This is an optimization exercise on Yosys and OpenROAD, whose aim is a short achievable clock period and few clock cycles, not a production implementation. Function was checked by simulation only, so behaviour that the tests miss may differ from the original. No activity file was given, so power comes from the tool's default toggle rates.

**flow/flow/run.sh**
```bash
#!/bin/bash
set -euo pipefail
bash standard.sh SETUP_SLACK_MARGIN=8 finish > flow_make.log 2>&1
```
**flow/standard.sh**
```bash
#!/bin/bash
# synth_recipe.tcl (not shown) runs the flow's synth.tcl, then flattens the netlist and writes it again
# the make line also repeats each setting of config.mk as NAME=value (left out here)
make -C /OpenROAD-flow-scripts/flow DESIGN_CONFIG=/design/flow/config.mk WORK_HOME=/design/flow/orfs CLKGATE_MAP_FILE= SYNTH_SCRIPT=/design/flow/synth_recipe.tcl "${@:-finish}"
```
**flow/config.mk**
```make
export PLATFORM = sky130hd
export DESIGN_NAME = core
export DESIGN_NICKNAME = core
export VERILOG_FILES = /design/flow/design.v
export SDC_FILE = /design/flow/constraint.sdc
export NUM_CORES = 4
export LEC_CHECK = 0
export ABC_CLOCK_PERIOD_IN_PS = 1500
export CAP_MARGIN = 20
export CORE_MARGIN = 2
export CORE_UTILIZATION = 30
export SLEW_MARGIN = 20
```
**flow/constraint.sdc**
```tcl
create_clock -name core_clock -period 12.0 [get_ports {clk}]
set_input_delay 2.4000 -clock core_clock [delete_from_list [all_inputs] [get_ports {clk}]]
set_output_delay 2.4000 -clock core_clock [all_outputs]
set_load 0.01 [all_outputs]
```
**flow/design.v**
```verilog
module core(
  input        clk,
  input        rst,
  output [31:0]instr_addr,
  input  [31:0]instr_data,
  output [31:0]ram_raddr,
  input  [31:0]ram_rdata,
  output [31:0]ram_waddr,
  output [31:0]ram_wdata,
  output       ram_we
);
localparam [6:0] OPC_IMM  = 7'b0010011;
localparam [6:0] OPC_REG  = 7'b0110011;
localparam [6:0] OPC_LD   = 7'b0000011;
localparam [6:0] OPC_ST   = 7'b0100011;
localparam [6:0] OPC_BR   = 7'b1100011;
localparam [6:0] OPC_JAL  = 7'b1101111;
localparam [6:0] OPC_JALR = 7'b1100111;
reg  [31:0]pc;
reg        d_v;
reg  [31:0]d_ir;
reg  [31:0]d_pc;
reg  [31:0]d_pred;
reg        d_hit;
reg   [1:0]d_ctr;
reg        e_v;
reg  [31:0]e_a, e_b, e_s;
reg        e_fw1, e_fw2, e_fws;
reg   [7:0]e_op;       
reg        e_alt;
reg   [2:0]e_f3;
reg        e_br, e_jal, e_jalr, e_ld, e_st, e_wen, e_link;
reg   [4:0]e_rd;
reg  [11:0]e_pcl;      
reg  [31:0]e_pc1;      
reg  [31:0]e_tgt;      
reg  [31:0]e_pred;     
reg  [31:0]e_pmi;      
reg        e_hit;
reg   [1:0]e_ctr;
reg        e_call, e_ret;
reg        m_wen, m_ld;
reg   [4:0]m_rd;
reg  [31:0]m_res;
reg  [31:0]m_raddr, m_waddr, m_wdata;
reg        m_we;
reg  [31:0]rf[1:31];
reg  [63:0]bt_v;
reg   [5:0]bt_tag[0:63];
reg  [11:0]bt_tgt[0:63];
reg   [1:0]bt_ctr[0:63];
reg        bt_ret[0:63];
reg  [31:0]ras;
reg        u_upd, u_taken, u_hit, u_ret, u_mis;
reg   [5:0]u_idx, u_tag;
reg   [1:0]u_ctr;
reg  [11:0]u_pred;
assign instr_addr = pc;
wire  [5:0]f_idx  = pc[5:0];
wire       f_hit  = bt_v[f_idx] && (bt_tag[f_idx] == pc[11:6]);
wire  [1:0]f_ctr  = bt_ctr[f_idx];
wire       f_take = f_hit && f_ctr[1];
wire [31:0]f_inc  = pc + 32'd1;
wire [31:0]f_pred = !f_take        ? f_inc :
                    bt_ret[f_idx]  ? ras   : {pc[31:12], bt_tgt[f_idx]};
wire  [6:0]d_opc = d_ir[6:0];
wire  [2:0]d_f3  = d_ir[14:12];
wire  [4:0]d_rd  = d_ir[11:7];
wire  [4:0]d_rs1 = d_ir[19:15];
wire  [4:0]d_rs2 = d_ir[24:20];
wire d_imm  = (d_opc == OPC_IMM);
wire d_reg  = (d_opc == OPC_REG);
wire d_ld   = (d_opc == OPC_LD);
wire d_st   = (d_opc == OPC_ST);
wire d_br   = (d_opc == OPC_BR);
wire d_jal  = (d_opc == OPC_JAL);
wire d_jalr = (d_opc == OPC_JALR);
wire d_use1 = d_imm | d_reg | d_ld | d_st | d_br | d_jalr;
wire d_use2 = d_reg | d_st | d_br;
wire d_wen  = (d_imm | d_reg | d_ld | d_jal | d_jalr) && (d_rd != 5'd0);
wire d_brsh = d_br && (d_f3[2:1] == 2'b01);
wire [31:0]immI = {{20{d_ir[31]}}, d_ir[31:20]};
wire [31:0]immS = {{20{d_ir[31]}}, d_ir[31:25], d_ir[11:7]};
wire [31:0]immB = {{20{d_ir[31]}}, d_ir[31], d_ir[31], d_ir[7], d_ir[30:25], d_ir[11:9]};
wire [31:0]immJ = {{12{d_ir[31]}}, d_ir[31], d_ir[31], d_ir[19:12], d_ir[20], d_ir[30:22]};
wire [31:0]m_wdat = m_ld ? ram_rdata : m_res;
wire       byp1 = m_wen && (m_rd == d_rs1);
wire       byp2 = m_wen && (m_rd == d_rs2);
wire [31:0]rv1  = byp1 ? m_wdat : (d_rs1 == 5'd0) ? 32'd0 : rf[d_rs1];
wire [31:0]rv2  = byp2 ? m_wdat : (d_rs2 == 5'd0) ? 32'd0 : rf[d_rs2];
wire       d_bimm = d_imm | d_ld | d_st | d_jalr;
wire [31:0]d_b    = !d_bimm ? rv2 : d_st ? immS : immI;
wire [31:0]d_pc1  = d_pc + 32'd1;
wire [31:0]d_tgt  = d_pc + (d_jal ? immJ : immB);
wire e_fwd_ok = e_v && e_wen && !e_ld;
wire fw1      = e_fwd_ok && (e_rd == d_rs1);
wire fw2      = e_fwd_ok && (e_rd == d_rs2);
wire ld_haz = e_v && e_ld && e_wen &&
              ((d_use1 && (e_rd == d_rs1)) || (d_use2 && (e_rd == d_rs2)));
wire sh_haz = d_brsh && e_v && e_wen && ((e_rd == d_rs1) || (e_rd == d_rs2));
wire stall  = d_v && (ld_haz || sh_haz);
wire [31:0]A = e_fw1 ? m_res : e_a;
wire [31:0]B = e_fw2 ? m_res : e_b;
wire [31:0]S = e_fws ? m_res : e_s;
wire [31:0]sum  = A + B;
wire [32:0]dif  = {1'b0, A} - {1'b0, B};
wire       ltu  = dif[32];
wire       lts  = (A[31] ^ B[31]) ? A[31] : ltu;
wire [31:0]shl  = A << B[4:0];
wire [31:0]shr  = A >> B[4:0];
wire signed [31:0]A_s = A;
wire [31:0]sra  = A_s >>> B[4:0];
wire [31:0]alu = ({32{e_op[0]}} & (e_alt ? dif[31:0] : sum)) |
                 ({32{e_op[1]}} & shl) |
                 ({32{e_op[2]}} & {31'b0, lts}) |
                 ({32{e_op[3]}} & {31'b0, ltu}) |
                 ({32{e_op[4]}} & (A ^ B)) |
                 ({32{e_op[5]}} & (e_alt ? sra : shr)) |
                 ({32{e_op[6]}} & (A | B)) |
                 ({32{e_op[7]}} & (A & B));
wire [31:0]e_res = e_link ? e_pc1 : alu;
wire [32:0]d00 = {1'b0, e_a}   - {1'b0, e_b};
wire [32:0]d10 = {1'b0, m_res} - {1'b0, e_b};
wire [32:0]d01 = {1'b0, e_a}   - {1'b0, m_res};
wire ne00 = (e_a != e_b),   ltu00 = d00[32], lts00 = (e_a[31] ^ e_b[31])   ? e_a[31]   : ltu00;
wire ne10 = (m_res != e_b), ltu10 = d10[32], lts10 = (m_res[31] ^ e_b[31]) ? m_res[31] : ltu10;
wire ne01 = (e_a != m_res), ltu01 = d01[32], lts01 = (e_a[31] ^ m_res[31]) ? e_a[31]   : ltu01;
wire bne  = e_fw1 ? (e_fw2 ? 1'b0 : ne10)  : (e_fw2 ? ne01  : ne00);
wire bltu = e_fw1 ? (e_fw2 ? 1'b0 : ltu10) : (e_fw2 ? ltu01 : ltu00);
wire blts = e_fw1 ? (e_fw2 ? 1'b0 : lts10) : (e_fw2 ? lts01 : lts00);
wire [31:0]shmask = 32'hffffffff >> e_b[4:0];
wire bsh  = |(e_a & shmask);
reg        bx;
always @(*) begin
  case (e_f3[2:1])
    2'b00: bx = bne;
    2'b01: bx = bsh;
    2'b10: bx = blts;
    default: bx = bltu;
  endcase
end
wire       taken  = (e_f3[0] ^ ~e_f3[2]) ^ bx;
wire       e_take = e_jal | (e_br & taken);
wire       ne_seq  = (e_pred != e_pc1);
wire       ne_tgt  = (e_pred != e_tgt);
wire       ne_jalr = e_fw1 ? (m_res != e_pmi) : (e_a != e_pmi);
wire       mis_j   = e_v && e_jalr && ne_jalr;
wire       mis_t   = e_v && !e_jalr && e_take && ne_tgt;
wire       mis_n   = e_v && !e_jalr && !e_take && ne_seq;
wire       mis     = mis_j | mis_t | mis_n;
assign ram_raddr = m_raddr;
assign ram_waddr = m_waddr;
assign ram_wdata = m_wdata;
assign ram_we    = m_we;
wire [11:0]u_tgt   = u_mis ? pc[11:0] : u_pred;
wire  [1:0]u_nctr  = !u_hit ? 2'b11 :
                     u_taken ? ((u_ctr == 2'b11) ? 2'b11 : u_ctr + 2'd1)
                             : ((u_ctr == 2'b00) ? 2'b00 : u_ctr - 2'd1);
wire       u_write = u_upd && (u_hit || u_taken);
always @(posedge clk) begin
  if (rst) begin
    pc    <= 32'd0;
    d_v   <= 1'b0;
    e_v   <= 1'b0;
    m_wen <= 1'b0;
    m_we  <= 1'b0;
    u_upd <= 1'b0;
    bt_v  <= 64'd0;
  end else begin
    if (mis_j)
      pc <= sum;
    else if (mis_t)
      pc <= e_tgt;
    else if (mis_n)
      pc <= e_pc1;
    else if (!stall)
      pc <= f_pred;
    if (mis)
      d_v <= 1'b0;
    else if (!stall)
      d_v <= 1'b1;
    e_v   <= d_v && !stall && !mis;
    m_wen <= e_v && e_wen;
    m_we  <= e_v && e_st;
    u_upd <= e_v && (e_br | e_jal | e_jalr);
    if (u_write) bt_v[u_idx] <= 1'b1;
  end
  if (!stall) begin
    d_ir   <= instr_data;
    d_pc   <= pc;
    d_pred <= f_pred;
    d_hit  <= f_hit;
    d_ctr  <= f_ctr;
  end
  e_a    <= rv1;
  e_b    <= d_b;
  e_s    <= rv2;
  e_fw1  <= fw1;
  e_fw2  <= fw2 && !d_bimm;
  e_fws  <= fw2;
  e_op   <= (d_imm | d_reg) ? (8'd1 << d_f3) : 8'd1;
  e_alt  <= (d_reg && d_ir[30]) || (d_imm && (d_f3 == 3'b101) && d_ir[30]);
  e_f3   <= d_f3;
  e_br   <= d_br;
  e_jal  <= d_jal;
  e_jalr <= d_jalr;
  e_ld   <= d_ld;
  e_st   <= d_st && (d_f3 == 3'b010);
  e_wen  <= d_wen;
  e_link <= d_jal | d_jalr;
  e_rd   <= d_rd;
  e_pcl  <= d_pc[11:0];
  e_pc1  <= d_pc1;
  e_tgt  <= d_tgt;
  e_pred <= d_pred;
  e_pmi  <= d_pred - immI;
  e_hit  <= d_hit;
  e_ctr  <= d_ctr;
  e_call <= (d_jal | d_jalr) && (d_rd == 5'd1);
  e_ret  <= d_jalr && (d_rd == 5'd0) && (d_rs1 == 5'd1);
  m_ld  <= e_ld;
  m_rd  <= e_rd;
  m_res <= e_res;
  if (e_ld) m_raddr <= sum;
  if (e_st) begin
    m_waddr <= sum;
    m_wdata <= S;
  end
  if (m_wen) rf[m_rd] <= m_wdat;
  u_taken <= e_take | e_jalr;
  u_hit   <= e_hit;
  u_ctr   <= e_ctr;
  u_ret   <= e_ret;
  u_mis   <= mis;
  u_pred  <= e_pred[11:0];
  u_idx   <= e_pcl[5:0];
  u_tag   <= e_pcl[11:6];
  if (u_write) begin
    bt_tag[u_idx] <= u_tag;
    bt_ctr[u_idx] <= u_nctr;
    bt_ret[u_idx] <= u_ret;
  end
  if (u_write && u_taken) bt_tgt[u_idx] <= u_tgt;
  if (e_v && e_call) ras <= e_pc1;
end
endmodule
```
==> results of run 1 <==
-- worst max path at each step --
stage / endpoint / cells past startpoint / slack, ps / startpoint
after floorplan: e_tgt[29]$_DFF_P_ / 17 / 7970 / d_ir[4]$_DFFE_PN_
after global placement: pc[30]$_SDFFE_PP0N_ / 14 / 5400 / m_res[28]$_DFF_P_
after detailed placement: pc[30]$_SDFFE_PP0N_ / 14 / 5310 / m_res[28]$_DFF_P_
after CTS: pc[4]$_SDFFE_PP0N_ / 16 / 7510 / register
after global routing: register / 14 / 7390 / register
final: pc[9]$_SDFFE_PP0N_ / 14 / 7420 / register
-- layout make-up --
cell class | instances | share of cell area [%]
Timing Repair Buffer | 697 | 4.47
Tap cell | 5976 | 4.59
Timing Repair inverter | 2 | 0.00615
Clock inverter | 172 | 1.10
Sequential cell | 3016 | 53.0
Clock buffer | 411 | 5.42
Multi-Input combinational cell | 4703 | 30.7
Antenna cell | 13 | 0.0200
Inverter | 295 | 0.731
-- worst max-delay path, delay by kind of cell (launching register included) --
family / cells / cell delay (ps)
buffers and inverters: 3 / 520
multiplexers: 3 / 1230
AO/OA/AOI/OAI: 5 / 850
AND/OR/NAND/NOR: 3 / 1370
flip-flops: 1 / 450
-- placed cells by master (no fill, tap or decap), types with 62 or more instances in the layout --
cell	netlist	final
o21ai_0	226	195
nor2_2	0	66
o22ai_1	75	75
dfxtp_1	453	367
mux2_2	81	73
clkbuf_1	331	62
buf_4	6	374
xnor2_1	211	196
mux4_2	959	959
nor2_1	612	512
nand3_1	104	95
edfxtp_1	2563	2563
clkbuf_16	0	339
ha_1	261	226
nor3_1	82	68
mux2i_1	342	292
inv_1	285	270
nand2_1	298	288
a211oi_1	134	117
a21oi_1	337	316
clkdlybuf4s50_1	0	64
-- state kept, by name, summed over array words and instances (netlist names), 64 cells and up, named ones only --
name / flops
bt_v: 64
rf: 992
bt_ctr: 128
bt_tgt: 768
bt_ret: 64
bt_tag: 384
-- repair_timing --
action / CTS / global route
buffers inserted: 187 / 77
setup endpoints to repair: 424 / 326
cloned: 33 / 3
hold buffers: 0 / 0
gates resized for setup: 951 / 203
pin swaps: 98 / 74
-- power groups by stage --
| stage | combinational [mW] | clock (mW) | sequential (mW) |
|---|---|---|---|
| 2_1_floorplan | 3.15 | 0 | 12.4 |
| 3_3_place_gp | 4.79 | 0 | 12.8 |
| 5_1_grt | 6.08 | 10.6 | 12.6 |
| 4_1_cts | 5.54 | 10.2 | 12.5 |
| 6_report | 5.78 | 10.1 | 12.6 |
| 3_5_place_dp | 4.87 | 0 | 12.8 |
-- stage by stage --
stage          std cells  hold WS [ps]
6_report           15300           331
3_5_place_dp       14400           318
3_3_place_gp       14400           317
5_1_grt            15300           332
4_1_cts            15200           330
2_1_floorplan       8528           310
-- layer usage --
metal / vias up / track usage, % / routed length (um)
li1: 35200 / - / -
met4: 18 / 9.40 / 26100
met1: 44900 / 26.4 / 187000
met2: 4850 / 31.7 / 221000
met3: 1002 / 4.08 / 43600
met5: - / 0 / 138
-- cell families (layout without fill, tap and decap cells) --
logic type	after synthesis	after routing	share of synthesized area, %
AND/OR/NAND/NOR	1428	1430	4.79
XOR/XNOR	265	265	1.70
flip-flops	3016	3016	63.0
buffers and inverters	812	1577	2.34
multiplexers	1385	1386	19.1
adder cells (fa/ha/maj)	265	265	2.45
other	0	13	0
AO/OA/AOI/OAI	1357	1357	6.61
==> flow_metrics.py, run 1 <==
metrics = {
    "sta": {
        "tightestPinTransition_ps": 1210,
        "setup_tns_ps": 0,
        "grt_setup_unrepaired": "yes",
        "hold_viol": 0,
        "worst_slack_ps": 7420,
        "clock-skew-final_ps": 88.9,
        "finalCritPeriodShare_pct": 38.2,
        "slew-limit-headroom_pct": 19.5,
        "drv_slew": 0,
        "max_freq_mhz": 218,
        "min_period_ps": 4580,
        "finalSetupViolCount": 0,
    },
    "synth": {
        "yosysMostFrequentCell": "edfxtp_1",
        "synth_enable_flop_cells": 2563,
        "synthDistinctLibCells": 91,
        "synth.area.top_cells": "edfxtp_1 56%, mux4_2 16%, dfxtp_1 6.6%",
        "synth_cells": 8528,
        "synthArstFlopShare_pct": 0,
        "syn_nets": 8859,
        "synth_top_area_share_pct": 56.4,
        "syn_area_sq_um": 136000,
        "synth_warnings": 1,
        "seq_area_frac_synth_pct": 63.0,
        "yosysTopAreaCell": "edfxtp_1",
        "ys_top_cells_by_count": "2563 x edfxtp_1, 959 x mux4_2, 612 x nor2_1",
        "ys.flop_type": "edfxtp_1",
        "synth_seq_cells": 3016,
        "avgSynthCellArea_sq_um": 16.0,
    },
    "run": {
        "maxCapViolCount": 0,
    },
    "global_routing": {
        "overflow": 0,
        "grt_start_max_net_pins": 85,
        "grt_first_pass_wirelength_mm": 663,
        "grt_pass1_vias": 84900,
        "track_usage_pct": 20.0,
        "antenna_found_initial": 40,
    },
    "finish": {
        "stdcell_area_sq_um": 163000,
        "nFillCells": 42000,
        "final_core_util_pct": 36.0,
        "num-nets-final": 9368,
        "register_area_sq_um": 86300,
        "multiInputGateArea_sq_um": 50000,
        "area_growth_pct": 19.3,
        "drive_gt1_share_pct": 28.6,
    },
    "worst_hold_path": {
        "hold_end": "u_ctr[0]$_DFF_P_",
        "hp-start": "e_ctr[0]$_DFF_P_",
        "hold_depth": 0,
        "worstHoldPathType": "reg2reg",
    },
    "routing": {
        "totalWireLength_mm": 478,
        "dr.pass1.iters": 9,
        "drc": 0,
        "routed_via_density": 5.62,
        "ant_nets": 0,
        "wire_per_inst_um": 31.3,
        "drtIter0Drc": 11200,
        "num_vias": 85900,
    },
    "clocking": {
        "clk_pin_slew_worst_paths_ps": 70,
        "cts_htree_levels": 5,
        "cts_buffers": 322,
        "cts_sinks": 3016,
        "cts_root_buffer": "clkbuf_16",
        "cts.path.max_buffers": 4,
        "cts_tree": "done",
        "insertion_delay_ps": 940,
    },
    "floorplan": {
        "core.rowCount": 247,
        "fp.dieH_um": 678,
        "fp.coreArea_sq_um": 453000,
        "start_util_pct": 30.1,
        "dieWidth_um": 678,
        "ios": 195,
        "dieArea_sq_um": 460000,
    },
    "placement": {
        "dpl.hpwl_mm": 301,
        "pre_cts_ws_ps": 5310,
        "dpl-instance-area_sq_um": 146000,
        "gp_congestion": 0.950,
        "io_buffers": 194,
    },
    "worst_setup_path": {
        "critical_path_required_ps": 12800,
        "start_kind": "register",
        "crit_slowest_cell": "or4_4",
        "cp-end-kind": "register",
        "rr_worst_depth": 14,
        "arrival_ps": 5380,
        "path_cells": "buf_16 > mux4_2 > mux4_2 > nor2b_4 > or4_4 > a2bb2oi_4 > a211oi_4 > or4_4 > buf_12 > buf_12 > mux2i_2 > o211a_1 > o31ai_1 > a311oi_1",
        "critPathMaxFanout": 7,
        "worst_r2r_endpoint": "pc[9]$_SDFFE_PP0N_",
        "criticalPathCategory": "reg2reg",
        "ff2ff_setup_slack_ps": 7420,
        "crit_path_max_incr_delay_ps": 660,
    },
    "pwr": {
        "clkPwrFrac_pct": 35.5,
        "power_mw": 28.4,
        "p_comb_share_pct": 20.3,
        "p_switching_mw": 8.33,
        "internal_power_mw": 20.1,
        "p_sw_share_pct": 29.3,
        "ir_worst_vdd_v": 0.000125,
        "power_density_nw_per_um2": 175,
        "seq_power_share_pct": 44.2,
        "cellLeakagePower_nw": 53.4,
    },
    "run_status": {
        "status": "finished clean",
    },
}
Testbench counts, summed over its fixed seeds: cycles 313,003.
==> run 2: changes to the inputs <==
--- a/flow/config.mk
+++ b/flow/config.mk
@@ -9,4 +9,4 @@
 export CAP_MARGIN = 20
 export CORE_MARGIN = 2
-export CORE_UTILIZATION = 30
+export CORE_UTILIZATION = 40
 export SLEW_MARGIN = 20
==> flow_metrics.py, run 2 <==
metrics = {
    "clocking": {
        "insertion_delay_ps": 950,
        "clk_pin_slew_worst_paths_ps": 60,
        "cts_sinks": 3016,
        "holdBufCountCts": 0,
        "cts_buffers": 326,
        "cts.path.max_buffers": 4,
        "cts_root_buffer": "clkbuf_16",
        "cts_tree": "done",
        "cts_htree_levels": 5,
    },
    "global_routing": {
        "antenna_found_initial": 27,
        "grt_pass1_vias": 84000,
        "grt_first_pass_wirelength_mm": 645,
        "grt_start_max_net_pins": 132,
        "overflow": 0,
        "track_usage_pct": 26.1,
    },
    "floorplan": {
        "dieArea_sq_um": 346000,
        "start_util_pct": 40.2,
        "dieWidth_um": 588,
        "ios": 195,
        "core.rowCount": 214,
        "fp.coreArea_sq_um": 340000,
        "fp.dieH_um": 588,
    },
    "synth": {
        "synth_top_area_share_pct": 56.4,
        "avgSynthCellArea_sq_um": 16.0,
        "syn_area_sq_um": 136000,
        "yosysTopAreaCell": "edfxtp_1",
        "ys_top_cells_by_count": "2563 x edfxtp_1, 959 x mux4_2, 612 x nor2_1",
        "synth_cells": 8528,
        "synthDistinctLibCells": 91,
        "yosysMostFrequentCell": "edfxtp_1",
        "seq_area_frac_synth_pct": 63.0,
        "synthArstFlopShare_pct": 0,
        "synth_warnings": 1,
        "syn_nets": 8859,
        "ys.flop_type": "edfxtp_1",
        "synth_seq_cells": 3016,
        "synth.area.top_cells": "edfxtp_1 56%, mux4_2 16%, dfxtp_1 6.6%",
        "synth_enable_flop_cells": 2563,
    },
    "routing": {
        "totalWireLength_mm": 465,
        "dr.pass1.iters": 13,
        "num_vias": 85900,
        "wire_per_inst_um": 33.5,
        "ant_nets": 0,
        "routed_via_density": 6.19,
        "drc": 0,
        "drtIter0Drc": 11400,
    },
    "finish": {
        "drive_gt1_share_pct": 28.8,
        "top_register": "rf",
        "largest_reg_flops": 992,
        "nFillCells": 28500,
        "stdcell_area_sq_um": 162000,
        "reg.largest.list": "rf (992), bt_tgt (768), bt_tag (384)",
        "final_common_cell": "edfxtp_1",
        "num-nets-final": 9382,
        "area_growth_pct": 18.6,
        "final_core_util_pct": 47.6,
        "layout_common_cells": "2563 x edfxtp_1, 959 x mux4_2, 520 x nor2_1, 360 x buf_4, 354 x dfxtp_1",
    },
    "sta": {
        "slew-limit-headroom_pct": 20.9,
        "max_freq_mhz": 224,
        "clock-skew-final_ps": 89.2,
        "finalCritPeriodShare_pct": 37.2,
        "setup_tns_ps": 0,
        "tightestPinTransition_ps": 1180,
        "hold_viol": 0,
        "min_period_ps": 4470,
        "finalSetupViolCount": 0,
        "grt_setup_unrepaired": "yes",
        "drv_slew": 0,
        "worst_slack_ps": 7530,
    },
    "worst_setup_path": {
        "arrival_ps": 5290,
        "crit_path_max_incr_delay_ps": 660,
        "criticalPathCategory": "reg2reg",
        "crit_slowest_cell": "or4_4",
        "start_kind": "register",
        "cp-end-kind": "register",
        "critPathMaxFanout": 7,
        "path_cells": "buf_12 > buf_8 > mux4_2 > mux4_2 > nor4bb_4 > nor4_4 > nand3_2 > o2111ai_4 > or4_4 > mux2_2 > o21ai_0 > a311o_1 > a311oi_2",
        "critical_path_required_ps": 12820,
        "cpMostUsedCell": "mux4_2",
    },
    "pwr": {
        "p_comb_share_pct": 20.6,
        "power_density_nw_per_um2": 177,
        "internal_power_mw": 20.3,
        "ir_worst_vdd_v": 0.000130,
        "seq_power_share_pct": 43.6,
        "cellLeakagePower_nw": 53.6,
        "clkPwrFrac_pct": 35.8,
        "p_switching_mw": 8.36,
        "p_sw_share_pct": 29.2,
    },
    "placement": {
        "pre_cts_ws_ps": 5440,
        "io_buffers": 194,
        "dpl.hpwl_mm": 286,
        "dpl-instance-area_sq_um": 144000,
        "gp_congestion": 0.991,
    },
    "run_status": {
        "status": "finished clean",
    },
    "run": {
        "maxCapViolCount": 0,
    },
    "worst_hold_path": {
        "worstHoldPathType": "reg2reg",
    },
}
run 2: cell counts after synthesis:
Identical to the previous run, type by type.
run 2: worst max-delay path: cells and delay by family, from the launching register on:
kind                   cells  cell delay, ps
multiplexers               3            1350
AND/OR/NAND/NOR            4            1280
buffers and inverters      2             310
AO/OA/AOI/OAI              4             920
flip-flops                 1             470
run 2: area by class of cell:
cell class                 count  area, sq um  share of cell area (%)
antenna                       25         62.6                  0.0387
clock buffer                 412         8910                    5.51
clock inverter               182         1860                    1.15
inverter                     295         1180                   0.731
multi-input combinational   4707        50300                    31.1
sequential                  3016        86300                    53.3
tap                         4536         5680                    3.51
timing repair buffer         702         7530                    4.65
timing repair inverter         3         21.3                  0.0131
run 2: path summary, 6_finish.rpt:
path	slack, ps	cells past startpoint	startpoint	endpoint
setup / recovery	7530	13	register	pc[1]$_SDFFE_PP0N_
hold / removal	280	0	e_pcl[5]$_DFF_P_	u_idx[5]$_DFF_P_
setup reg to reg	7530	13	register	pc[1]$_SDFFE_PP0N_
hold reg to reg	280	0	e_pcl[5]$_DFF_P_	u_idx[5]$_DFF_P_
run 2: what timing repair did:
action                                  4_1_cts  5_1_grt
buffers inserted                            158      105
endpoints found under the setup margin      487      259
gates resized for setup                     824      301
gates cloned                                 32       12
pin swaps                                    86      144
run 2: stage by stage:
stage	hold slack, ps	std cells	total power, mW
finish	275	13900	28.7
CTS	267	13700	28.4
global route	279	13900	29.5
floorplan	310	8528	15.6
detailed placement	313	12900	17.7
global placement	311	12900	17.6
run 2: kinds of logic (layout without fill, tap and decap cells):
kind of cell	after synthesis	count (layout)	share of synthesized area [%]
DFF	3016	3016	63.0
muxes	1385	1385	19.1
and+or+nand+nor	1428	1435	4.79
adders and majority gates	265	265	2.45
AOI/OAI and AO/OA	1357	1357	6.61
buffers and inverters	812	1594	2.34
xor gates and xnor gates	265	265	1.70
other	0	25	0
run 2: layer usage:
metal  global-route usage, %  routed length (um)
met5                       0                  27
met3                    4.42               40000
met4                    12.1               24700
met1                    35.2              183000
met2                    41.2              217000
run 2: power groups by stage:
stage	logic [mW]	registers [mW]	clock network [mW]
after floorplan	3.15	12.4	0
after global placement	4.84	12.7	0
after detailed placement	4.90	12.8	0
after CTS	5.56	12.5	10.4
after global routing	6.19	12.5	10.8
final	5.90	12.5	10.3
==> run 3: changes to the inputs <==
--- a/flow/design.v
+++ b/flow/design.v
@@ -58,10 +58,17 @@
 assign instr_addr = pc;
 wire  [5:0]f_idx  = pc[5:0];
-wire       f_hit  = bt_v[f_idx] && (bt_tag[f_idx] == pc[11:6]);
+wire [63:0]f_match;
+genvar gi;
+generate
+  for (gi = 0; gi < 64; gi = gi + 1) begin : g_bt
+    assign f_match[gi] = bt_v[gi] && (bt_tag[gi] == pc[11:6]);
+  end
+endgenerate
+wire       f_hit  = f_match[f_idx];
 wire  [1:0]f_ctr  = bt_ctr[f_idx];
 wire       f_take = f_hit && f_ctr[1];
 wire [31:0]f_inc  = pc + 32'd1;
-wire [31:0]f_pred = !f_take        ? f_inc :
-                    bt_ret[f_idx]  ? ras   : {pc[31:12], bt_tgt[f_idx]};
+wire [31:0]f_tgt  = bt_ret[f_idx] ? ras : {pc[31:12], bt_tgt[f_idx]};
+wire [31:0]f_pred = f_take ? f_tgt : f_inc;
 wire  [6:0]d_opc = d_ir[6:0];
 wire  [2:0]d_f3  = d_ir[14:12];
@@ -92,5 +99,7 @@
 wire [31:0]d_b    = !d_bimm ? rv2 : d_st ? immS : immI;
 wire [31:0]d_pc1  = d_pc + 32'd1;
-wire [31:0]d_tgt  = d_pc + (d_jal ? immJ : immB);
+wire [31:0]d_tgtJ = d_pc + immJ;
+wire [31:0]d_tgtB = d_pc + immB;
+wire [31:0]d_tgt  = d_jal ? d_tgtJ : d_tgtB;
 wire e_fwd_ok = e_v && e_wen && !e_ld;
 wire fw1      = e_fwd_ok && (e_rd == d_rs1);
==> flow_metrics.py, run 3 <==
metrics = {
    "synth": {
        "seq_area_frac_synth_pct": 62.7,
        "synth_seq_cells": 3016,
        "synth.area.top_cells": "edfxtp_1 56%, mux4_2 14%, dfxtp_1 6.6%",
        "synth_enable_flop_cells": 2563,
        "ys_top_cells_by_count": "2563 x edfxtp_1, 860 x mux4_2, 591 x nor2_1",
        "ys.flop_type": "edfxtp_1",
        "synth_cells": 8921,
        "synthDistinctLibCells": 93,
        "synth_top_area_share_pct": 56.0,
        "yosysTopAreaCell": "edfxtp_1",
        "synth_warnings": 1,
        "avgSynthCellArea_sq_um": 15.4,
        "yosysMostFrequentCell": "edfxtp_1",
        "syn_nets": 9252,
        "syn_area_sq_um": 137000,
        "synthArstFlopShare_pct": 0,
    },
    "run_status": {
        "status": "finished clean",
    },
    "finish": {
        "register_area_sq_um": 86300,
        "stdcell_area_sq_um": 163000,
        "nFillCells": 29000,
        "layout_common_cells": "2563 x edfxtp_1, 860 x mux4_2, 514 x nor2_1, 391 x buf_4, 373 x nand2_1",
        "largest_reg_flops": 992,
        "drive_gt1_share_pct": 26.4,
        "num-nets-final": 9793,
        "final_common_cell": "edfxtp_1",
        "reg.largest.list": "rf (992), bt_tgt (768), bt_tag (384)",
        "final_core_util_pct": 47.5,
        "top_register": "rf",
        "multiInputGateArea_sq_um": 50700,
        "area_growth_pct": 18.5,
    },
    "floorplan": {
        "dieWidth_um": 590,
        "ios": 195,
        "core.rowCount": 215,
        "fp.dieH_um": 590,
        "fp.coreArea_sq_um": 342000,
        "dieArea_sq_um": 348000,
        "start_util_pct": 40.1,
    },
    "global_routing": {
        "use_met1_pct": 36.8,
        "grt_pass1_vias": 85400,
        "busiest_layer": "met2",
        "met3_usage_pct": 4.82,
        "track_usage_pct": 26.6,
        "grt_start_max_net_pins": 154,
        "antenna_found_initial": 29,
        "overflow": 0,
        "met2_usage_pct": 40.7,
        "grt_first_pass_wirelength_mm": 659,
    },
    "run": {
        "maxCapViolCount": 0,
    },
    "worst_setup_path": {
        "rr_worst_depth": 17,
        "worst_r2r_endpoint": "pc[5]$_SDFFE_PP0N_",
        "cp-end-kind": "register",
        "start_kind": "register",
        "r2r-start": "m_res[31]$_DFF_P_",
        "endpoint": "pc[5]$_SDFFE_PP0N_",
        "setup.worst_path.start": "m_res[31]$_DFF_P_",
        "criticalPathCategory": "reg2reg",
        "critPathMaxFanout": 6,
        "arrival_ps": 5120,
        "ff2ff_setup_slack_ps": 7660,
        "critical_path_required_ps": 12780,
    },
    "placement": {
        "dpl-instance-area_sq_um": 145000,
        "gp_congestion": 0.955,
        "io_buffers": 194,
        "dpl.hpwl_mm": 293,
    },
    "clocking": {
        "cts_htree_levels": 5,
        "cts.path.max_buffers": 4,
        "cts_root_buffer": "clkbuf_16",
        "cts_sinks": 3016,
        "clk_pin_slew_worst_paths_ps": 70,
        "cts_tree": "done",
        "cts_buffers": 328,
        "insertion_delay_ps": 960,
        "holdBufCountCts": 0,
    },
    "pwr": {
        "power_mw": 33.0,
        "power_density_nw_per_um2": 203,
        "ir_worst_vdd_v": 0.000197,
        "cellLeakagePower_nw": 55.2,
    },
    "worst_hold_path": {
        "worstHoldPathType": "reg2reg",
    },
    "routing": {
        "dr.pass1.iters": 6,
        "drc": 0,
        "ant_nets": 0,
        "routed_via_density": 6.13,
        "totalWireLength_mm": 475,
        "drtIter0Drc": 11200,
        "num_vias": 87700,
        "wire_per_inst_um": 33.2,
    },
    "sta": {
        "drv_slew": 0,
        "finalSetupViolCount": 0,
        "finalCritPeriodShare_pct": 36.2,
        "hold_viol": 0,
        "min_period_ps": 4340,
        "clock-skew-final_ps": 108,
        "slew-limit-headroom_pct": 20.3,
        "tightestPinTransition_ps": 1200,
        "setup_tns_ps": 0,
        "max_freq_mhz": 231,
        "grt_setup_unrepaired": "yes",
    },
}
-- run 3: cell count changes after synthesis, sizes merged, moves of 57 or more --
cell / previous run / this run
xor2: 54 / 320
xnor2: 211 / 338
mux2i: 342 / 220
mux4: 962 / 860
nand2: 298 / 380
a21oi: 337 / 407
o21ai: 236 / 293
-- run 3: worst min path at each step --
stage / from / to / slack, ps / cells past startpoint
after floorplan: e_ctr[0]$_DFF_P_ / u_ctr[0]$_DFF_P_ / 310 / 0
after global placement: e_pcl[10]$_DFF_P_ / u_tag[4]$_DFF_P_ / 310 / 0
after detailed placement: e_pcl[7]$_DFF_P_ / u_tag[1]$_DFF_P_ / 310 / 0
after CTS: e_pcl[8]$_DFF_P_ / u_tag[2]$_DFF_P_ / 320 / 0
after global routing: e_pcl[5]$_DFF_P_ / u_idx[5]$_DFF_P_ / 320 / 0
final: e_pcl[5]$_DFF_P_ / u_idx[5]$_DFF_P_ / 320 / 0
-- run 3: critical path: stages (launching register included) --
cell and delay (ps):
dfxtp_4 430, inv_4 60, ha_4 260, nand4_1 130, or4_4 600, or4b_4 560, a31oi_4 230, a31oi_4 70
xor2_2 170, o21ai_2 90, o31a_4 440, or2_4 320, buf_12 170, a21oi_4 210, buf_12 160, buf_4 110
o2bb2ai_2 110, nor3_2 60
-- run 3: through the flow --
stage	std cells	hold slack, ps	setup WS [ps]
2_1_floorplan	8921	310	8000
3_3_place_gp	13400	309	6030
3_5_place_dp	13400	312	6020
4_1_cts	14200	323	7810
5_1_grt	14300	325	7610
6_report	14300	317	7660
-- run 3: kinds of logic after synthesis --
| logic type | Yosys count | synth area share [%] |
|---|---|---|
| muxes | 1165 | 16.4 |
| and+or+nand+nor | 1632 | 5.56 |
| adders and majority gates | 266 | 2.44 |
| xor gates and xnor gates | 658 | 4.20 |
| DFF | 3016 | 62.7 |
| AOI/OAI and AO/OA | 1374 | 6.38 |
| buffers and inverters | 810 | 2.36 |
-- run 3: where the power goes --
group / internal [mW] / switching (mW)
Clock: 5.98 / 4.31
Combinational: 3.46 / 5.53
Sequential: 12.8 / 0.962
-- run 3: final cells by class --
cell class / instances / area share (%)
clock buffer: 412 / 5.45
clock inverter: 186 / 1.24
sequential: 3016 / 53.1
tap: 4557 / 3.51
antenna: 19 / 0.0292
timing repair buffer: 734 / 4.84
multi-input combinational: 5097 / 31.2
inverter: 285 / 0.688
-- run 3: what timing repair did --
item,4_1_cts,5_1_grt
endpoints found under the setup margin,430,264
gates resized for setup,929,191
hold endpoints to repair,0,0
pin swaps,101,124
buffers inserted,204,77
gates cloned,35,6
-- run 3: per-layer routing --
layer  wire length [um]  part of all wire (%)  vias to the layer above
met1             191000                    40                    45800
met4              25900                   5.4                        4
met5                 24                0.0050                        -
met2             215000                    45                     4843
met3              43600                   9.2                      982
li1                   -                     -                    36100
Testbench counts of run 3, summed over its fixed seeds: cycles 313,003.
==> run 4: changes to the inputs <==
--- a/flow/design.v
+++ b/flow/design.v
@@ -45,4 +45,6 @@
 reg  [31:0]m_raddr, m_waddr, m_wdata;
 reg        m_we;
+reg        j_mis;      
+reg  [31:0]j_tgt;      
 reg  [31:0]rf[1:31];
 reg  [63:0]bt_v;
@@ -52,5 +54,5 @@
 reg        bt_ret[0:63];
 reg  [31:0]ras;
-reg        u_upd, u_taken, u_hit, u_ret, u_mis;
+reg        u_upd, u_taken, u_hit, u_ret, u_mis, u_jalr;
 reg   [5:0]u_idx, u_tag;
 reg   [1:0]u_ctr;
@@ -154,13 +156,13 @@
 wire       ne_tgt  = (e_pred != e_tgt);
 wire       ne_jalr = e_fw1 ? (m_res != e_pmi) : (e_a != e_pmi);
-wire       mis_j   = e_v && e_jalr && ne_jalr;
-wire       mis_t   = e_v && !e_jalr && e_take && ne_tgt;
-wire       mis_n   = e_v && !e_jalr && !e_take && ne_seq;
-wire       mis     = mis_j | mis_t | mis_n;
+wire       e_ok    = e_v && !j_mis;
+wire       mis_t   = e_ok && !e_jalr && e_take && ne_tgt;
+wire       mis_n   = e_ok && !e_jalr && !e_take && ne_seq;
+wire       mis     = mis_t | mis_n;
 assign ram_raddr = m_raddr;
 assign ram_waddr = m_waddr;
 assign ram_wdata = m_wdata;
 assign ram_we    = m_we;
-wire [11:0]u_tgt   = u_mis ? pc[11:0] : u_pred;
+wire [11:0]u_tgt   = u_jalr ? j_tgt[11:0] : u_mis ? pc[11:0] : u_pred;
 wire  [1:0]u_nctr  = !u_hit ? 2'b11 :
                      u_taken ? ((u_ctr == 2'b11) ? 2'b11 : u_ctr + 2'd1)
@@ -175,8 +177,9 @@
     m_we  <= 1'b0;
     u_upd <= 1'b0;
+    j_mis <= 1'b0;
     bt_v  <= 64'd0;
   end else begin
-    if (mis_j)
-      pc <= sum;
+    if (j_mis)
+      pc <= j_tgt;
     else if (mis_t)
       pc <= e_tgt;
@@ -185,12 +188,13 @@
     else if (!stall)
       pc <= f_pred;
-    if (mis)
+    if (mis || j_mis)
       d_v <= 1'b0;
     else if (!stall)
       d_v <= 1'b1;
-    e_v   <= d_v && !stall && !mis;
-    m_wen <= e_v && e_wen;
-    m_we  <= e_v && e_st;
-    u_upd <= e_v && (e_br | e_jal | e_jalr);
+    e_v   <= d_v && !stall && !mis && !j_mis;
+    m_wen <= e_ok && e_wen;
+    m_we  <= e_ok && e_st;
+    u_upd <= e_ok && (e_br | e_jal | e_jalr);
+    j_mis <= e_ok && e_jalr && ne_jalr;
     if (u_write) bt_v[u_idx] <= 1'b1;
   end
@@ -242,4 +246,6 @@
   u_ret   <= e_ret;
   u_mis   <= mis;
+  u_jalr  <= e_jalr;
+  j_tgt   <= sum;
   u_pred  <= e_pred[11:0];
   u_idx   <= e_pcl[5:0];
@@ -251,5 +257,5 @@
   end
   if (u_write && u_taken) bt_tgt[u_idx] <= u_tgt;
-  if (e_v && e_call) ras <= e_pc1;
+  if (e_ok && e_call) ras <= e_pc1;
 end
 endmodule
==> flow_metrics.py, run 4 <==
metrics = {
    "synth": {
        "synth_seq_cells": 3050,
        "ys.flop_type": "edfxtp_1",
        "synth_warnings": 1,
        "synth.area.top_cells": "edfxtp_1 56%, mux4_2 14%, dfxtp_1 7.1%",
        "synthArstFlopShare_pct": 0,
        "ys_top_cells_by_count": "2563 x edfxtp_1, 870 x mux4_2, 617 x nor2_1",
        "seq_area_frac_synth_pct": 62.9,
        "synth_enable_flop_cells": 2563,
        "synthDistinctLibCells": 94,
        "syn_nets": 9246,
        "yosysTopAreaCell": "edfxtp_1",
        "avgSynthCellArea_sq_um": 15.5,
        "synth_cells": 8915,
        "yosysMostFrequentCell": "edfxtp_1",
        "synth_top_area_share_pct": 55.8,
        "syn_area_sq_um": 138000,
    },
    "global_routing": {
        "grt_first_pass_wirelength_mm": 656,
        "antenna_found_initial": 45,
        "track_usage_pct": 26.3,
        "grt_pass1_vias": 85500,
        "overflow": 0,
        "grt_start_max_net_pins": 135,
    },
    "sta": {
        "tightestPinTransition_ps": 1320,
        "drv_slew": 0,
        "max_freq_mhz": 222,
        "min_period_ps": 4510,
        "slew-limit-headroom_pct": 11.5,
        "hold_viol": 0,
        "finalCritPeriodShare_pct": 37.6,
        "clock-skew-final_ps": 71.3,
        "grt_setup_unrepaired": "yes",
        "finalSetupViolCount": 0,
        "setup_tns_ps": 0,
    },
    "worst_setup_path": {
        "cp-end-kind": "register",
        "arrival_ps": 5320,
        "start_kind": "register",
        "critPathMaxFanout": 5,
        "critical_path_required_ps": 12810,
        "criticalPathCategory": "reg2reg",
    },
    "floorplan": {
        "ios": 195,
        "core.rowCount": 215,
        "dieArea_sq_um": 349000,
        "start_util_pct": 40.2,
        "dieWidth_um": 591,
        "fp.coreArea_sq_um": 343000,
        "fp.dieH_um": 591,
    },
    "pwr": {
        "power_density_nw_per_um2": 180,
        "ir_worst_vdd_v": 0.000108,
        "cellLeakagePower_nw": 54.7,
        "power_mw": 29.3,
    },
    "routing": {
        "totalWireLength_mm": 470,
        "drc": 0,
        "ant_nets": 0,
        "dr.pass1.iters": 6,
        "routed_via_density": 6.14,
        "num_vias": 87700,
        "drtIter0Drc": 11300,
        "wire_per_inst_um": 32.9,
    },
    "run": {
        "maxCapViolCount": 0,
    },
    "finish": {
        "stdcell_area_sq_um": 163000,
        "top_register": "rf",
        "area_growth_pct": 18.2,
        "reg.largest.list": "rf (992), bt_tgt (768), bt_tag (384)",
        "num-nets-final": 9773,
        "final_common_cell": "edfxtp_1",
        "layout_common_cells": "2563 x edfxtp_1, 870 x mux4_2, 524 x nor2_1, 430 x xnor2_1, 399 x nand2_1",
        "drive_gt1_share_pct": 26.0,
        "largest_reg_flops": 992,
        "final_cells": 14300,
    },
    "clocking": {
        "cts_htree_levels": 5,
        "holdBufCountCts": 0,
        "cts_sinks": 3050,
        "cts_buffers": 320,
        "cts_tree": "done",
        "clk_pin_slew_worst_paths_ps": 60,
        "cts.path.max_buffers": 4,
        "insertion_delay_ps": 940,
        "cts_root_buffer": "clkbuf_16",
    },
    "placement": {
        "gp_congestion": 0.968,
        "dpl-instance-area_sq_um": 146000,
        "io_buffers": 194,
        "dpl.hpwl_mm": 285,
        "place_inst": 13400,
    },
    "worst_hold_path": {
        "worstHoldPathType": "reg2reg",
    },
    "run_status": {
        "status": "finished clean",
    },
}
==> run 4: changes by cell type in the layout (fill, tap and decap cells not counted), sizes merged, moves of 32 or more <==
cell | previous run | this run
dfxtp | 453 | 487
mux2 | 85 | 42
mux2i | 220 | 258
nand2 | 380 | 412
o22ai | 41 | 77
xnor2 | 338 | 439
xor2 | 320 | 214
==> run 4: worst paths after layout <==
| path | start | endpoint | slack (ps) | depth (start not counted) |
|---|---|---|---|---|
| worst max register to register | d_ir[4]$_DFFE_PN_ | e_tgt[29]$_DFF_P_ | 7490 | 18 |
| worst min-delay path | e_pcl[4]$_DFF_P_ | u_idx[4]$_DFF_P_ | 270 | 0 |
| worst max-delay path | d_ir[4]$_DFFE_PN_ | e_tgt[29]$_DFF_P_ | 7490 | 18 |
| worst min register to register | e_pcl[4]$_DFF_P_ | u_idx[4]$_DFF_P_ | 270 | 0 |
==> run 4: what timing repair did <==
action / in CTS / in global routing
setup buffers: 165 / 107
pin swaps: 73 / 124
gates resized for setup: 819 / 265
setup endpoints to repair: 445 / 208
gates cloned: 38 / 8
==> run 4: critical path, stage by stage (launching register included) <==
cell and delay [ps]:
edfxtp_1 420, nor3b_2 220, nand3_2 100, inv_2 80
and2_4 170, mux2_4 330, ha_4 210, a21o_1 160
a21o_1 210, a2111oi_4 360, or4_1 180, nand3_2 80
o211a_1 240, o21a_1 250, a221o_1 390, a41o_1 230
o41a_1 400, a211oi_2 260, xnor2_1 140
==> run 4: final cells by class <==
type / instances / area (sq um)
diodes: 31 / 77.6
inverters: 277 / 1090
multi-input cells: 5068 / 50800
repair inverters: 1 / 5.00
clock inverters: 176 / 1720
well taps: 4557 / 5700
clock buffers: 407 / 8760
fillers: 29000 / 180000
repair buffers: 724 / 7860
flip-flops and latches: 3050 / 87000
==> run 4: cell families (layout without fill, tap and decap cells) <==
| logic type | count (synthesis) | in the layout | synth area share, % |
|---|---|---|---|
| compound gates | 1340 | 1340 | 6.31 |
| other cells | 0 | 31 | 0 |
| simple gates | 1638 | 1639 | 5.44 |
| buf+inv | 798 | 1585 | 2.37 |
| flops | 3050 | 3050 | 62.9 |
| xor+xnor | 653 | 653 | 4.15 |
| fa+ha+maj | 266 | 266 | 2.43 |
| mux | 1170 | 1170 | 16.4 |
==> run 4: report_power, final <==
| part | total [mW] | switching [mW] | leakage [nW] | internal, mW |
|---|---|---|---|---|
| sequential | 13.1 | 0.563 | 27.5 | 12.6 |
| combinational | 6.17 | 3.95 | 22.1 | 2.21 |
| clock | 10.0 | 4.24 | 5.08 | 5.77 |
| total | 29.3 | 8.75 | 54.7 | 20.5 |
==> run 4: stage by stage <==
stage | util, % | setup slack (ps) | hold WS (ps)
2_1_floorplan | - | 7640 | 310
3_3_place_gp | 42.5 | 5990 | 310
3_5_place_dp | 42.5 | 6210 | 312
4_1_cts | 46.9 | 7530 | 285
5_1_grt | 47.5 | 7300 | 292
6_report | 47.5 | 7490 | 270
==> run 4: metal layers <==
metal	global-route usage, %	wire length, um	vias up
met3	5.16	45000	982
met1	35.8	184000	45800
met2	40.2	214000	4864
met5	0	73	-
met4	13.1	25900	12
li1	-	-	36100
Testbench counts of run 4, summed over its fixed seeds: cycles 314,772.
==> run 5: changes to the inputs <==
==> flow/flow/run.sh (replaced) <==
#!/bin/bash
set -euo pipefail
bash standard.sh SETUP_SLACK_MARGIN=9.5 finish > flow_make.log 2>&1
==> flow_metrics.py, run 5 <==
metrics = {
    "sta": {
        "slew-limit-headroom_pct": 23.7,
        "drv_slew": 0,
        "hold_viol": 0,
        "setup_tns_ps": 0,
        "grt_setup_unrepaired": "yes",
        "max_freq_mhz": 218,
        "min_period_ps": 4600,
        "clock-skew-final_ps": 94.3,
        "finalSetupViolCount": 0,
        "tightestPinTransition_ps": 1140,
        "finalCritPeriodShare_pct": 38.3,
    },
    "synth": {
        "synth_enable_flop_cells": 2563,
        "synthArstFlopShare_pct": 0,
        "yosysMostFrequentCell": "edfxtp_1",
        "ys_top_cells_by_count": "2563 x edfxtp_1, 870 x mux4_2, 617 x nor2_1",
        "syn_area_sq_um": 138000,
        "ys.flop_type": "edfxtp_1",
        "synth_top_area_share_pct": 55.8,
        "syn_nets": 9246,
        "avgSynthCellArea_sq_um": 15.5,
        "seq_area_frac_synth_pct": 62.9,
        "synth_seq_cells": 3050,
        "synth_cells": 8915,
        "synthDistinctLibCells": 94,
        "yosysTopAreaCell": "edfxtp_1",
        "synth.area.top_cells": "edfxtp_1 56%, mux4_2 14%, dfxtp_1 7.1%",
        "synth_warnings": 1,
    },
    "floorplan": {
        "dieArea_sq_um": 349000,
        "dieWidth_um": 591,
        "ios": 195,
        "core.rowCount": 215,
        "start_util_pct": 40.2,
        "fp.coreArea_sq_um": 343000,
        "fp.dieH_um": 591,
    },
    "run": {
        "maxCapViolCount": 0,
    },
    "finish": {
        "layout_common_cells": "2563 x edfxtp_1, 870 x mux4_2, 660 x buf_4, 403 x xnor2_1, 396 x nor2_1",
        "reg.largest.list": "rf (992), bt_tgt (768), bt_tag (384)",
        "drive_gt1_share_pct": 39.5,
        "num-nets-final": 10600,
        "largest_reg_flops": 992,
        "final_cells": 15100,
        "final_common_cell": "edfxtp_1",
        "nFillCells": 27200,
        "top_register": "rf",
        "area_growth_pct": 30.5,
    },
    "clocking": {
        "cts_root_buffer": "clkbuf_16",
        "cts_buffers": 330,
        "cts.path.max_buffers": 4,
        "cts_sinks": 3050,
        "clk_pin_slew_worst_paths_ps": 70,
        "holdBufCountCts": 0,
        "cts_htree_levels": 5,
        "cts_tree": "done",
        "insertion_delay_ps": 970,
    },
    "worst_setup_path": {
        "cp-end-kind": "register",
        "crit_path_max_incr_delay_ps": 420,
        "critical_path_required_ps": 12800,
        "cpMostUsedCell": "a21o_1",
        "r2r-start": "d_ir[4]$_DFFE_PN_",
        "criticalPathCategory": "reg2reg",
        "critPathMaxFanout": 4,
        "crit_slowest_cell": "a2111oi_4",
        "start_kind": "register",
        "path_cells": "nor3b_2 > nand3_1 > inv_2 > and2_4 > mux2_4 > ha_4 > a21o_1 > a21o_1 > a2111oi_4 > or4_4 > nand3_4 > o211a_1 > o21a_1 > a221o_1 > a41o_1 > o41a_1 > a211oi_2 > xnor2_1",
        "setup.worst_path.start": "d_ir[4]$_DFFE_PN_",
        "arrival_ps": 5400,
    },
    "pwr": {
        "power_density_nw_per_um2": 175,
        "ir_worst_vdd_v": 0.000131,
        "cellLeakagePower_nw": 61.4,
    },
    "routing": {
        "routed_via_density": 6.16,
        "ant_nets": 0,
        "dr.pass1.iters": 6,
        "drtIter0Drc": 12800,
        "wire_per_inst_um": 33.8,
        "drc": 0,
        "totalWireLength_mm": 511,
        "num_vias": 93200,
    },
    "global_routing": {
        "track_usage_pct": 28.1,
        "grt_first_pass_wirelength_mm": 696,
        "antenna_found_initial": 40,
        "grt_start_max_net_pins": 73,
        "grt_pass1_vias": 89300,
        "overflow": 0,
    },
    "worst_hold_path": {
        "hp-start": "e_pcl[10]$_DFF_P_",
        "worstHoldPathType": "reg2reg",
    },
    "placement": {
        "place_inst": 13300,
        "dpl.hpwl_mm": 287,
        "gp_congestion": 0.986,
        "io_buffers": 194,
    },
    "run_status": {
        "status": "finished clean",
    },
}
[run 5: cell counts after synthesis]
Identical to the previous run, type by type.
[run 5: logic make-up (layout without fill, tap and decap cells)]
group / after synthesis / in the layout / share of synthesized area [%]
buf+inv: 798 / 2393 / 2.37
xor+xnor: 653 / 653 / 4.15
simple gates: 1638 / 1643 / 5.44
fa+ha+maj: 266 / 266 / 2.43
mux: 1170 / 1170 / 16.4
compound gates: 1340 / 1344 / 6.31
flops: 3050 / 3050 / 62.9
other cells: 0 / 47 / 0
[run 5: worst max-delay path: cells and delay by family, from the launching register on]
| kind | cells | cell delay (ps) |
|---|---|---|
| compound gates | 9 | 2500 |
| simple gates | 5 | 820 |
| flops | 1 | 410 |
| mux | 1 | 330 |
| fa+ha+maj | 1 | 210 |
| xor+xnor | 1 | 140 |
| buf+inv | 1 | 90 |
[run 5: stage by stage]
| stage | setup slack, ps | utilization [%] | hold slack [ps] | power [mW] | instance area, sq um |
|---|---|---|---|---|---|
| floorplan | 7670 | - | 310 | 16.5 | 141000 |
| global placement | 6140 | 42.8 | 311 | 18.8 | 147000 |
| detailed placement | 6270 | 42.8 | 312 | 18.8 | 147000 |
| CTS | 7440 | 50.4 | 324 | 30.7 | 173000 |
| global route | 7300 | 52.5 | 327 | 32.4 | 180000 |
| finish | 7400 | 52.5 | 321 | 31.6 | 180000 |
[run 5: area by class of cell]
class	instances	area, sq um	area share [%]
multi-input cells	5076	56300	31.3
well taps	4557	5700	3.17
inverters	277	1340	0.744
clock inverters	173	1890	1.05
flip-flops and latches	3050	87100	48.4
repair buffers	1494	18400	10.2
diodes	47	118	0.0653
clock buffers	432	9040	5.02
repair inverters	17	211	0.117
[run 5: path summary, 6_finish.rpt]
path                                           to  slack, ps  depth (start not counted)
worst max-delay path            e_tgt[29]$_DFF_P_       7400                         18
worst min-delay path             u_tag[4]$_DFF_P_        320                          0
worst max register to register  e_tgt[29]$_DFF_P_       7400                         18
worst min register to register   u_tag[4]$_DFF_P_        320                          0
[run 5: metal layers]
metal / global-route usage [%] / vias up / routed length (um)
li1: - / 37800 / -
met5: 0 / - / 95
met1: 38.3 / 48300 / 197000
met4: 13.6 / 12 / 29600
met3: 5.43 / 1205 / 53400
met2: 43.3 / 5842 / 232000
[run 5: power by group]
| part | internal, mW | switching, mW | leakage (nW) |
|---|---|---|---|
| clock | 6.04 | 4.34 | 5.33 |
| sequential | 12.6 | 0.534 | 27.5 |
| combinational | 3.36 | 4.76 | 28.6 |
| total | 21.9 | 9.63 | 61.4 |
[run 5: what timing repair did]
item                       in CTS  in global routing
resized for setup            2038                724
cloned                        106                 41
pin swaps                     312                293
setup endpoints to repair    3799               1978
setup buffers                 625                374
==> run 6: changes to the inputs <==
--- a/flow/design.v
+++ b/flow/design.v
@@ -26,5 +26,5 @@
 reg        e_v;
 reg  [31:0]e_a, e_b, e_s;
-reg        e_fw1, e_fw2, e_fws;
+reg        e_fw1, e_fw2, e_fws, e_fwsl;
 reg   [7:0]e_op;       
 reg        e_alt;
@@ -103,10 +103,11 @@
 wire [31:0]d_tgtJ = d_pc + immJ;
 wire [31:0]d_tgtB = d_pc + immB;
-wire [31:0]d_tgt  = d_jal ? d_tgtJ : d_tgtB;
+wire [31:0]d_tgt  = d_ir[2] ? d_tgtJ : d_tgtB;
 wire e_fwd_ok = e_v && e_wen && !e_ld;
 wire fw1      = e_fwd_ok && (e_rd == d_rs1);
 wire fw2      = e_fwd_ok && (e_rd == d_rs2);
 wire ld_haz = e_v && e_ld && e_wen &&
-              ((d_use1 && (e_rd == d_rs1)) || (d_use2 && (e_rd == d_rs2)));
+              ((d_use1 && (e_rd == d_rs1)) || (d_use2 && !d_st && (e_rd == d_rs2)));
+wire fwsl   = e_v && e_ld && e_wen && (e_rd == d_rs2);
 wire sh_haz = d_brsh && e_v && e_wen && ((e_rd == d_rs1) || (e_rd == d_rs2));
 wire stall  = d_v && (ld_haz || sh_haz);
@@ -212,4 +213,5 @@
   e_fw2  <= fw2 && !d_bimm;
   e_fws  <= fw2;
+  e_fwsl <= fwsl;
   e_op   <= (d_imm | d_reg) ? (8'd1 << d_f3) : 8'd1;
   e_alt  <= (d_reg && d_ir[30]) || (d_imm && (d_f3 == 3'b101) && d_ir[30]);
@@ -238,5 +240,5 @@
   if (e_st) begin
     m_waddr <= sum;
-    m_wdata <= S;
+    m_wdata <= e_fwsl ? ram_rdata : S;
   end
   if (m_wen) rf[m_rd] <= m_wdat;
==> flow_metrics.py, run 6 <==
metrics = {
    "synth": {
        "synth_seq_cells": 3051,
        "synth_cells": 9069,
        "synthDistinctLibCells": 89,
        "syn_area_sq_um": 138000,
        "synthArstFlopShare_pct": 0,
        "ys.flop_type": "edfxtp_1",
        "synth_top_area_share_pct": 55.6,
        "syn_nets": 9400,
        "yosysTopAreaCell": "edfxtp_1",
        "avgSynthCellArea_sq_um": 15.3,
        "synth.area.top_cells": "edfxtp_1 56%, mux4_2 14%, dfxtp_1 7.1%",
        "synth_warnings": 1,
        "synth_enable_flop_cells": 2563,
        "seq_area_frac_synth_pct": 62.7,
        "ys_top_cells_by_count": "2563 x edfxtp_1, 863 x mux4_2, 629 x nor2_1",
        "yosysMostFrequentCell": "edfxtp_1",
    },
    "sta": {
        "drv_slew": 0,
        "hold_viol": 0,
        "finalSetupViolCount": 0,
        "finalCritPeriodShare_pct": 34.8,
        "grt_setup_unrepaired": "yes",
        "tightestPinTransition_ps": 1140,
        "min_period_ps": 4180,
        "setup_tns_ps": 0,
        "max_freq_mhz": 239,
        "worst_slack_ps": 7820,
        "clock-skew-final_ps": 84.9,
        "slew-limit-headroom_pct": 23.9,
    },
    "worst_setup_path": {
        "criticalPathCategory": "reg2reg",
        "critPathMaxFanout": 5,
        "cp-end-kind": "register",
        "r2r-start": "e_fw2$_DFF_P_",
        "arrival_ps": 4940,
        "crit_path_max_incr_delay_ps": 380,
        "critical_path_required_ps": 12760,
        "cpMostUsedCell": "buf_6",
        "crit_slowest_cell": "o32a_1",
        "setup.worst_path.start": "e_fw2$_DFF_P_",
        "start_kind": "register",
        "path_cells": "buf_12 > mux2i_4 > buf_12 > inv_12 > ha_4 > buf_6 > buf_6 > a21o_1 > a21oi_4 > o21ai_4 > a41o_1 > o2111ai_4 > a31o_4 > o211ai_1 > a31o_2 > buf_6 > a31oi_4 > o21ai_2 > mux2i_2 > o32a_1",
    },
    "pwr": {
        "cellLeakagePower_nw": 61.4,
        "power_density_nw_per_um2": 167,
        "ir_worst_vdd_v": 0.000127,
    },
    "clocking": {
        "cts.path.max_buffers": 4,
        "insertion_delay_ps": 950,
        "cts_root_buffer": "clkbuf_16",
        "cts_htree_levels": 5,
        "cts_buffers": 329,
        "clk_pin_slew_worst_paths_ps": 60,
        "cts_sinks": 3051,
        "cts_tree": "done",
        "holdBufCountCts": 0,
    },
    "floorplan": {
        "ios": 195,
        "dieArea_sq_um": 351000,
        "start_util_pct": 40.3,
        "core.rowCount": 215,
        "fp.coreArea_sq_um": 344000,
        "fp.dieH_um": 592,
        "dieWidth_um": 592,
    },
    "routing": {
        "wl_met3_mm": 55.9,
        "wire_per_inst_um": 34.1,
        "totalWireLength_mm": 516,
        "met2WireLength_mm": 234,
        "top_layer": "met5",
        "num_vias": 93500,
        "ant_nets": 0,
        "dr.pass1.iters": 8,
        "drtIter0Drc": 12600,
        "routed_via_density": 6.18,
        "drc": 0,
        "drt-met1-wl_mm": 195,
    },
    "worst_hold_path": {
        "hp-start": "e_ret$_DFF_P_",
        "worstHoldPathType": "reg2reg",
    },
    "run": {
        "maxCapViolCount": 0,
    },
    "finish": {
        "num-nets-final": 10600,
        "reg.largest.list": "rf (992), bt_tgt (768), bt_tag (384)",
        "drive_gt1_share_pct": 37.0,
        "final_common_cell": "edfxtp_1",
        "top_register": "rf",
        "final_core_util_pct": 51.9,
        "stdcell_area_sq_um": 178000,
        "layout_common_cells": "2563 x edfxtp_1, 863 x mux4_2, 582 x buf_4, 491 x nor2_1, 381 x clkbuf_16",
        "largest_reg_flops": 992,
        "area_growth_pct": 28.9,
    },
    "global_routing": {
        "antenna_found_initial": 30,
        "grt_start_max_net_pins": 69,
        "grt_pass1_vias": 90400,
        "grt_first_pass_wirelength_mm": 703,
        "overflow": 0,
        "track_usage_pct": 28.4,
    },
    "placement": {
        "dpl.hpwl_mm": 290,
        "dpl-instance-area_sq_um": 148000,
        "pre_cts_ws_ps": 5810,
        "gp_congestion": 0.959,
        "io_buffers": 194,
    },
    "run_status": {
        "status": "finished clean",
    },
}
run 6: changes by cell type after synthesis, sizes merged, moves of 15 or more:
cell,change
mux2,-30
nand2b,+15
xnor2,-90
nand2,+27
a21oi,+26
o21a,-21
nor3,+22
xor2,+97
nor4,+22
mux2i,+26
a31oi,+16
o21ai,+30
a211oi,-16
run 6: cell type report:
type | instances | area [sq um]
fill | 27500 | 165000
multi-input combinational | 5207 | 56000
inverter | 280 | 1280
antenna | 34 | 85.1
tap | 4557 | 5700
clock inverter | 157 | 1590
sequential | 3051 | 87100
clock buffer | 434 | 9080
timing repair buffer | 1367 | 17300
timing repair inverter | 38 | 275
run 6: worst paths after layout:
kind	cells past startpoint	slack (ps)	end
worst max register to register	20	7820	m_res[25]$_DFF_P_
worst min register to register	0	280	u_ret$_DFF_P_
worst max-delay path	20	7820	m_res[25]$_DFF_P_
worst min-delay path	0	280	u_ret$_DFF_P_
run 6: through the flow:
step	hold WS [ps]	instances	power (mW)
after global placement	310	13500	17.2
final	282	15100	29.8
after CTS	278	14800	29.2
after floorplan	310	9069	15.5
after detailed placement	312	13500	17.3
after global routing	298	15100	30.5
run 6: critical path, delay by kind of cell (launching register included):
family                   cells  cell delay, ps
buffers and inverters        6             670
AO/OA/AOI/OAI               11            2350
adder cells (fa/ha/maj)      1             160
multiplexers                 2             490
flip-flops                   1             370
run 6: logic make-up (layout without fill, tap and decap cells):
logic type / Yosys count / count (layout) / synth area share (%)
other: 0 / 34 / 0
adder cells (fa/ha/maj): 267 / 267 / 2.43
buffers and inverters: 815 / 2276 / 2.35
multiplexers: 1159 / 1159 / 16.2
AND/OR/NAND/NOR: 1744 / 1747 / 5.81
flip-flops: 3051 / 3051 / 62.7
AO/OA/AOI/OAI: 1373 / 1374 / 6.32
XOR/XNOR: 660 / 660 / 4.18
run 6: routing by layer:
metal | GRT usage, % | up-vias
li1 | - | 38000
met1 | 37.4 | 48500
met2 | 44.3 | 5831
met3 | 6.85 | 1157
met4 | 14.0 | 12
met5 | 0 | -
run 6: repair_timing:
item / CTS / global route
endpoints found under the setup margin: 3886 / 1446
gates cloned: 132 / 47
resized for setup: 2149 / 467
setup buffers: 599 / 219
pin swaps: 269 / 226
run 6: power breakdown:
group,internal (mW),switching [mW]
combinational,2.86,3.96
clock,5.91,4.29
sequential,12.3,0.435
total,21.1,8.69
Testbench counts of run 6, summed over its fixed seeds: cycles 313,943.

what the ideal ports hide:
Ports are ideal in the flow. The routed layouts listed here were re-timed in OpenROAD. Step 1: set_driving_cell puts a clkbuf_16 on clk and a buf_2 on each other input, an assumption about the parent block. Step 2 moves the port delays by t, midway between the first and last clock arrival at a register: inputs arrive t later, outputs are due t later. That takes back most of the time a late clock gives input paths. Slacks: no drivers / after step 1 / after step 2; pairs: no drivers / after step 1.
run | shift t [ns] | setup slack, ns | hold slack, ns
run 1 | 1.027 | 7.422 / 7.422 / 7.053 | 0.331 / 0.331 / 0.331
run 2 | 1.005 | 7.531 / 7.531 / 7.186 | 0.275 / 0.275 / 0.275
run 3 | 1.014 | 7.662 / 7.662 / 7.031 | 0.317 / 0.317 / 0.317
run 4 | 1.010 | 7.488 / 7.488 / 6.955 | 0.270 / 0.270 / 0.270
run 5 | 1.018 | 7.404 / 7.404 / 7.301 | 0.321 / 0.321 / 0.321
run 6 | 1.008 | 7.820 / 7.820 / 7.820 | 0.282 / 0.282 / 0.282
After both steps setup and hold are still met in every run listed. The setup slack of run 3, which loses most, moves by 0.000 ns with the drivers and by -0.631 ns with both steps.
